From an optimization exercise on the open Yosys and OpenROAD flow, aimed at small area, a short achievable clock period and few clock cycles per item; shortcuts taken in it are not production practice.
In this exercise RTL edits were held to simulation tests only and were not proved equivalent to the original.
Power figures rest on the tool's default switching activity, not on a simulated workload.

==> flow/design.v (excerpt) <==
module conv_128_8_16_1(clk, reset, x_data, x_valid, x_ready, y_data, y_valid, y_ready);
  input clk, reset, x_valid, y_ready;
  input signed [15:0] x_data;
  output logic x_ready, y_valid;
  output logic signed [15:0] y_data;
  localparam int F0 = 95, F1 = 191, F2 = 158, F3 = -47, F4 = -234, F5 = -41, F6 = 10, F7 = 82;
  logic signed [15:0] xr;         
  logic               vr;
  logic [6:0]         idx;        
  logic signed [15:0] acc0, acc1, acc2, acc3, acc4, acc5, acc6;
  logic signed [15:0] y1;         
  logic               v1;
  function automatic logic signed [15:0] satmul(input logic signed [15:0] x,
                                                input logic signed [15:0] lo16,
                                                input int f);
    logic hi, lo;
    if (f > 0) begin
      hi = x > (32767 / f);
      lo = x < -(32768 / f);
    end else begin
      hi = x < -(32767 / -f);
      lo = x > (32768 / -f);
    end
    if (hi)      satmul = 16'sh7fff;
    else if (lo) satmul = 16'sh8000;
    else         satmul = lo16;
  endfunction
  function automatic logic signed [15:0] satadd(input logic signed [15:0] a,
                                                input logic signed [15:0] b);
    logic signed [16:0] s;
    s = {a[15], a} + {b[15], b};
    if (s[16] != s[15]) satadd = s[16] ? 16'sh8000 : 16'sh7fff;
    else                satadd = s[15:0];
  endfunction
  wire signed [15:0] m0 = (xr <<< 7) - (xr <<< 5) - xr;                  
  wire signed [15:0] m1 = (xr <<< 8) - (xr <<< 6) - xr;                  
  ...
Size: roughly 2300 cells after synthesis, ~170 flip-flops, about 38 I/O pins.
clock: 10.0 ns
lec_check: 0
cap_margin: 20
core_margin: 2
core_utilization: 40
slew_margin: 20
run.sh (not shown) runs the stock make flow with config.mk's settings and CLKGATE_MAP_FILE= SYNTH_SCRIPT=/design/flow/synth_recipe.tcl, a recipe that flattens the netlist after the stock synthesis.
Testbench counts at the start, summed over its fixed seeds: cycles 8,208, items 7,744.
Next try:
- ABC_CLOCK_PERIOD_IN_PS: not set -> 3000
- SETUP_SLACK_MARGIN: not set -> 5
=> Worst setup slack is better by 2.2 ns; global-route usage increases by 1.8 points; via count came out higher by 8.0%; combinational power is higher by 30%; cell count increases by 6.8%.

run 1:
The RTL this note starts from:
==> flow/design.v <==
module conv_128_8_16_1(clk, reset, x_data, x_valid, x_ready, y_data, y_valid, y_ready);
  input clk, reset, x_valid, y_ready;
  input signed [15:0] x_data;
  output logic x_ready, y_valid;
  output logic signed [15:0] y_data;
  function automatic int th(input int k);
    case (k)
      0: th = 344;  1: th = 171;  2: th = 207;  3: th = 697;
      4: th = 140;  5: th = 799;  6: th = 3276; default: th = 399;
    endcase
  endfunction
  function automatic logic [16:0] add17(input logic [16:0] a, input logic [16:0] b, input logic ci);
    logic [16:0] p, g, gg, pp, c;
    p = a ^ b;
    g = a & b;
    g[0] = g[0] | (p[0] & ci);
    gg = g; pp = p;
    for (int l = 1; l <= 4; l++)
      for (int i = (1 << l) - 1; i < 17; i += (1 << l)) begin
        gg[i] = gg[i] | (pp[i] & gg[i - (1 << (l - 1))]);
        pp[i] = pp[i] & pp[i - (1 << (l - 1))];
      end
    for (int l = 3; l >= 1; l--)
      for (int i = (1 << l) + (1 << (l - 1)) - 1; i < 17; i += (1 << l)) begin
        gg[i] = gg[i] | (pp[i] & gg[i - (1 << (l - 1))]);
        pp[i] = pp[i] & pp[i - (1 << (l - 1))];
      end
    c = {gg[15:0], ci};
    add17 = p ^ c;
  endfunction
  function automatic logic [33:0] csa(input logic [16:0] a, input logic [16:0] b, input logic [16:0] c);
    csa = {(a & b) | (a & c) | (b & c), a ^ b ^ c};
  endfunction
  logic signed [15:0] xp;         
  logic signed [16:0] x3p, x5p;
  logic [7:0]         satp;       
  logic               vp;
  logic [6:0]         idx;        
  logic signed [15:0] acc0;       
  logic [16:0]        r1, r2, r3, r4, r5, r6;    
  logic [16:0]        y0, y1;     
  logic               v1;
  logic               run;        
  wire [16:0] x1i = {x_data[15], x_data};
  logic [7:0] sat_n;
  always_comb
    for (int k = 0; k < 8; k++)
      sat_n[k] = (x_data > th(k)) | (x_data < -th(k));
  always_ff @(posedge clk)
    if (run) begin
      xp   <= x_data;
      x3p  <= add17(x1i, x1i << 1, 1'b0);
      x5p  <= add17(x1i, x1i << 2, 1'b0);
      satp <= sat_n;
    end
  wire [16:0] x1 = {xp[15], xp};
  wire        xs = xp[15];
  localparam logic [16:0] PHI = 17'h07fff, PLO = 17'h18000;
  function automatic logic [16:0] satv(input logic s, input logic neg, input logic [16:0] u);
    satv = !s ? u : (xs ^ neg) ? PLO : PHI;
  endfunction
  function automatic logic [16:0] keep(input logic s, input logic [16:0] w);
    keep = s ? 17'h0 : w;
  endfunction
  function automatic logic [16:0] keepn(input logic s, input logic [16:0] v);
    keepn = s ? 17'h1ffff : ~v;
  endfunction
  function automatic logic [16:0] sx(input logic [16:0] r);
    for (int i = 0; i < 15; i++)
      sx[i] = r[16] ? (r[15] & r[i]) : (r[15] | r[i]);
    sx[16:15] = {2{r[16]}};
  endfunction
  wire [16:0] a0 = {acc0[15], acc0}, a1 = sx(r1), a2 = sx(r2), a3 = sx(r3), a4 = sx(r4),
              a5 = sx(r5), a6 = sx(r6);
  wire [16:0] s0 = add17(satv(satp[0], 1'b0, x3p << 5), keepn(satp[0], x1), 1'b1);
  wire [33:0] c1 = csa(a0, satv(satp[1], 1'b0, x3p << 6), keepn(satp[1], x1));
  wire [16:0] s1 = add17(c1[16:0], {c1[32:17], 1'b1}, 1'b0);
  wire [33:0] c2 = csa(a1, satv(satp[2], 1'b0, x5p << 5), keepn(satp[2], x1 << 1));
  wire [16:0] s2 = add17(c2[16:0], {c2[32:17], 1'b1}, 1'b0);
  wire [33:0] c3 = csa(a2, satv(satp[3], 1'b1, x1), keepn(satp[3], x3p << 4));
  wire [16:0] s3 = add17(c3[16:0], {c3[32:17], 1'b1}, 1'b0);
  wire [33:0] c4a = csa(satv(satp[4], 1'b1, x3p << 1), keep(satp[4], x1 << 4), keepn(satp[4], x1 << 8));
  wire [33:0] c4 = csa(a3, c4a[16:0], {c4a[32:17], 1'b1});
  wire [16:0] s4 = add17(c4[16:0], {c4[32:17], 1'b0}, 1'b0);
  wire [33:0] c5 = csa(a4, keepn(satp[5], x5p << 3), satv(satp[5], 1'b1, ~x1));
  wire [16:0] s5 = add17(c5[16:0], {c5[32:17], 1'b1}, ~satp[5]);
  wire [16:0] s6 = add17(a5, satv(satp[6], 1'b0, x5p << 1), 1'b0);
  wire [33:0] c7 = csa(a6, satv(satp[7], 1'b0, x5p << 4), keep(satp[7], x1 << 1));
  wire [16:0] s7 = add17(c7[16:0], {c7[32:17], 1'b0}, 1'b0);
  always_comb begin
    for (int i = 0; i < 15; i++)
      y_data[i] = ~y0[16] & (y0[15] | y0[i]);
    y_data[15] = 1'b0;
  end
  wire adv  = vp & run;                  
  wire push = adv & (idx >= 7);          
  wire y0_free = ~y_valid | y_ready;
  always_ff @(posedge clk) begin
    if (adv) begin
      acc0 <= s0[15:0];
      r1 <= s1;
      r2 <= s2;
      r3 <= s3;
      r4 <= s4;
      r5 <= s5;
      r6 <= s6;
    end
    if (~v1) y1 <= s7;
    if (y0_free) y0 <= v1 ? y1 : s7;
  end
  logic vp_n, v1_n, run_n;
  logic [6:0] idx_n;
  always_comb begin
    vp_n  = run ? x_valid : vp;
    v1_n  = y0_free ? 1'b0 : (v1 | push);
    idx_n = adv ? idx + 7'd1 : idx;
    run_n = ~(v1_n & vp_n & (idx_n >= 7));
  end
  always_ff @(posedge clk) begin
    if (reset) begin
      vp      <= 1'b0;
      v1      <= 1'b0;
      y_valid <= 1'b0;
      idx     <= 7'd0;
      run     <= 1'b1;
      x_ready <= 1'b1;
    end else begin
      vp      <= vp_n;
      v1      <= v1_n;
      y_valid <= y0_free ? (v1 | push) : 1'b1;
      idx     <= idx_n;
      run     <= run_n;
      x_ready <= run_n;
    end
  end
endmodule
==> flow/config.mk <==
export PLATFORM = sky130hd
export DESIGN_NAME = conv_128_8_16_1
export DESIGN_NICKNAME = conv_128_8_16_1
export VERILOG_FILES = /design/flow/design.v
export SDC_FILE = /design/flow/constraint.sdc
export NUM_CORES = 4
export LEC_CHECK = 0
export ABC_AREA = 1
export CAP_MARGIN = 20
export CORE_MARGIN = 2
export CORE_UTILIZATION = 40
export SLEW_MARGIN = 20
==> flow/constraint.sdc <==
create_clock -name core_clock -period 10.0 [get_ports {clk}]
set_input_delay 2.0000 -clock core_clock [delete_from_list [all_inputs] [get_ports {clk}]]
set_output_delay 2.0000 -clock core_clock [all_outputs]
set_load 0.01 [all_outputs]
standard.sh (not shown) runs the stock make flow with config.mk's settings and CLKGATE_MAP_FILE= SYNTH_SCRIPT=/design/flow/synth_recipe.tcl, a recipe that flattens the netlist after the stock synthesis.
==> flow/flow/run.sh <==
#!/bin/bash
set -euo pipefail
bash standard.sh SETUP_SLACK_MARGIN=6.5 "BUFFER_PORTS_ARGS=-buffer_cell sky130_fd_sc_hd__buf_4" finish > standard_flow.log 2>&1
Testbench counts of run 1, summed over its fixed seeds: cycles 8,208, items 7,744.
What run 2 does differently from run 1 at the input level:
# run 1
export LEC_CHECK = 0
export ABC_AREA = 1
export CAP_MARGIN = 20
export CORE_MARGIN = 2
export CORE_UTILIZATION = 40
export SLEW_MARGIN = 20
create_clock -name core_clock -period 10.0 [get_ports {clk}]
# run 2
export LEC_CHECK = 0
export ABC_AREA = 1
export CAP_MARGIN = 20
export CORE_MARGIN = 2
export CORE_UTILIZATION = 55
export SLEW_MARGIN = 20
create_clock -name core_clock -period 10.0 [get_ports {clk}]
==> flow/flow/run.sh <==
#!/bin/bash
set -euo pipefail
bash standard.sh SETUP_SLACK_MARGIN=6.25 "BUFFER_PORTS_ARGS=-buffer_cell sky130_fd_sc_hd__buf_4" finish > standard_flow.log 2>&1
==> notes.md <==
- Fmax: run 2 below run 1
- Delta(maximum cell stage delay along the critical path, run 2 - run 1) < 0
- Max wire length across run 2 and run 1: run 1
- The total power of the final layout of run 2 is lower than that of run 1.
- Post-synthesis share of cell area spent on full adders, half adders and majority gates delta (run 1 -> run 2): insignificant
Input-level comparison between run 3 and run 2:
# run 2
export LEC_CHECK = 0
export ABC_AREA = 1
export CAP_MARGIN = 20
export CORE_MARGIN = 2
export CORE_UTILIZATION = 55
export SLEW_MARGIN = 20
create_clock -name core_clock -period 10.0 [get_ports {clk}]
# run 3
export LEC_CHECK = 0
export ABC_AREA = 1
export CAP_MARGIN = 20
export CORE_MARGIN = 2
export CORE_UTILIZATION = 40
export SLEW_MARGIN = 20
create_clock -name core_clock -period 10.0 [get_ports {clk}]
==> flow/flow/run.sh <==
#!/bin/bash
set -euo pipefail
bash standard.sh SETUP_SLACK_MARGIN=6.25 finish > standard_flow.log 2>&1
==> comparison <==
- Of run 2 and run 3, run 2 shows the higher overall power after layout, with run 3 below it.
- Across both runs, layout cell share with drive strength beyond 1 was lower for run 3 than for run 2.
- Run 3: peak ir drop on the vdd network lower than run 2
- Fraction of area in multi-input gates on run 3 is down relative to run 2.
- When run 3 is set beside run 2, its first-pass GRT wire length turns out to be 0.36% larger.
- Switching part of the total power ended up 0.30 points lower on run 3 than on run 2.

==> afterwards: timing with drivers on the ports <==
The results above use ideal ports. As a check the final layouts listed here were re-extracted and re-timed, cells and wires unchanged.
Step 1 assumes that a clkbuf_16 drives the clock port and a buf_2 every other input.
Step 2, shift: input delay + t, output delay - t, t = (earliest + latest rising clock arrival at the registers) / 2. This alone moves slack from input paths to output paths.
Three values: ideal ports, drivers, drivers and shift; two values: the first two.
| run | shift t [ns] | setup slack, ns | worst hold slack (ns) | worst setup path at the end | worst data-port slew with drivers (ns) |
|---|---|---|---|---|---|
| the first run of note 1 | 0.556 | 2.757 / 2.757 / 2.757 | 0.452 / 0.452 / 0.452 | register to register | 0.06 |
| the second run of note 1 | 0.565 | 4.926 / 4.926 / 4.926 | 0.450 / 0.450 / 0.450 | register to register | 0.04 |
| run 1 | 0.605 | 6.475 / 6.475 / 5.909 | 0.451 / 0.451 / 0.451 | input to register | 0.10 |
| run 2 | 0.599 | 6.329 / 6.329 / 5.839 | 0.448 / 0.448 / 0.448 | input to register | 0.04 |
| run 3 | 0.605 | 6.286 / 6.322 / 5.717 | 0.450 / 0.450 / 0.450 | input to register | 0.04 |
After both steps every run listed still meets setup and hold. The setup slack of run 3, which loses most, moves by +0.036 ns with the drivers and by -0.569 ns with both steps.
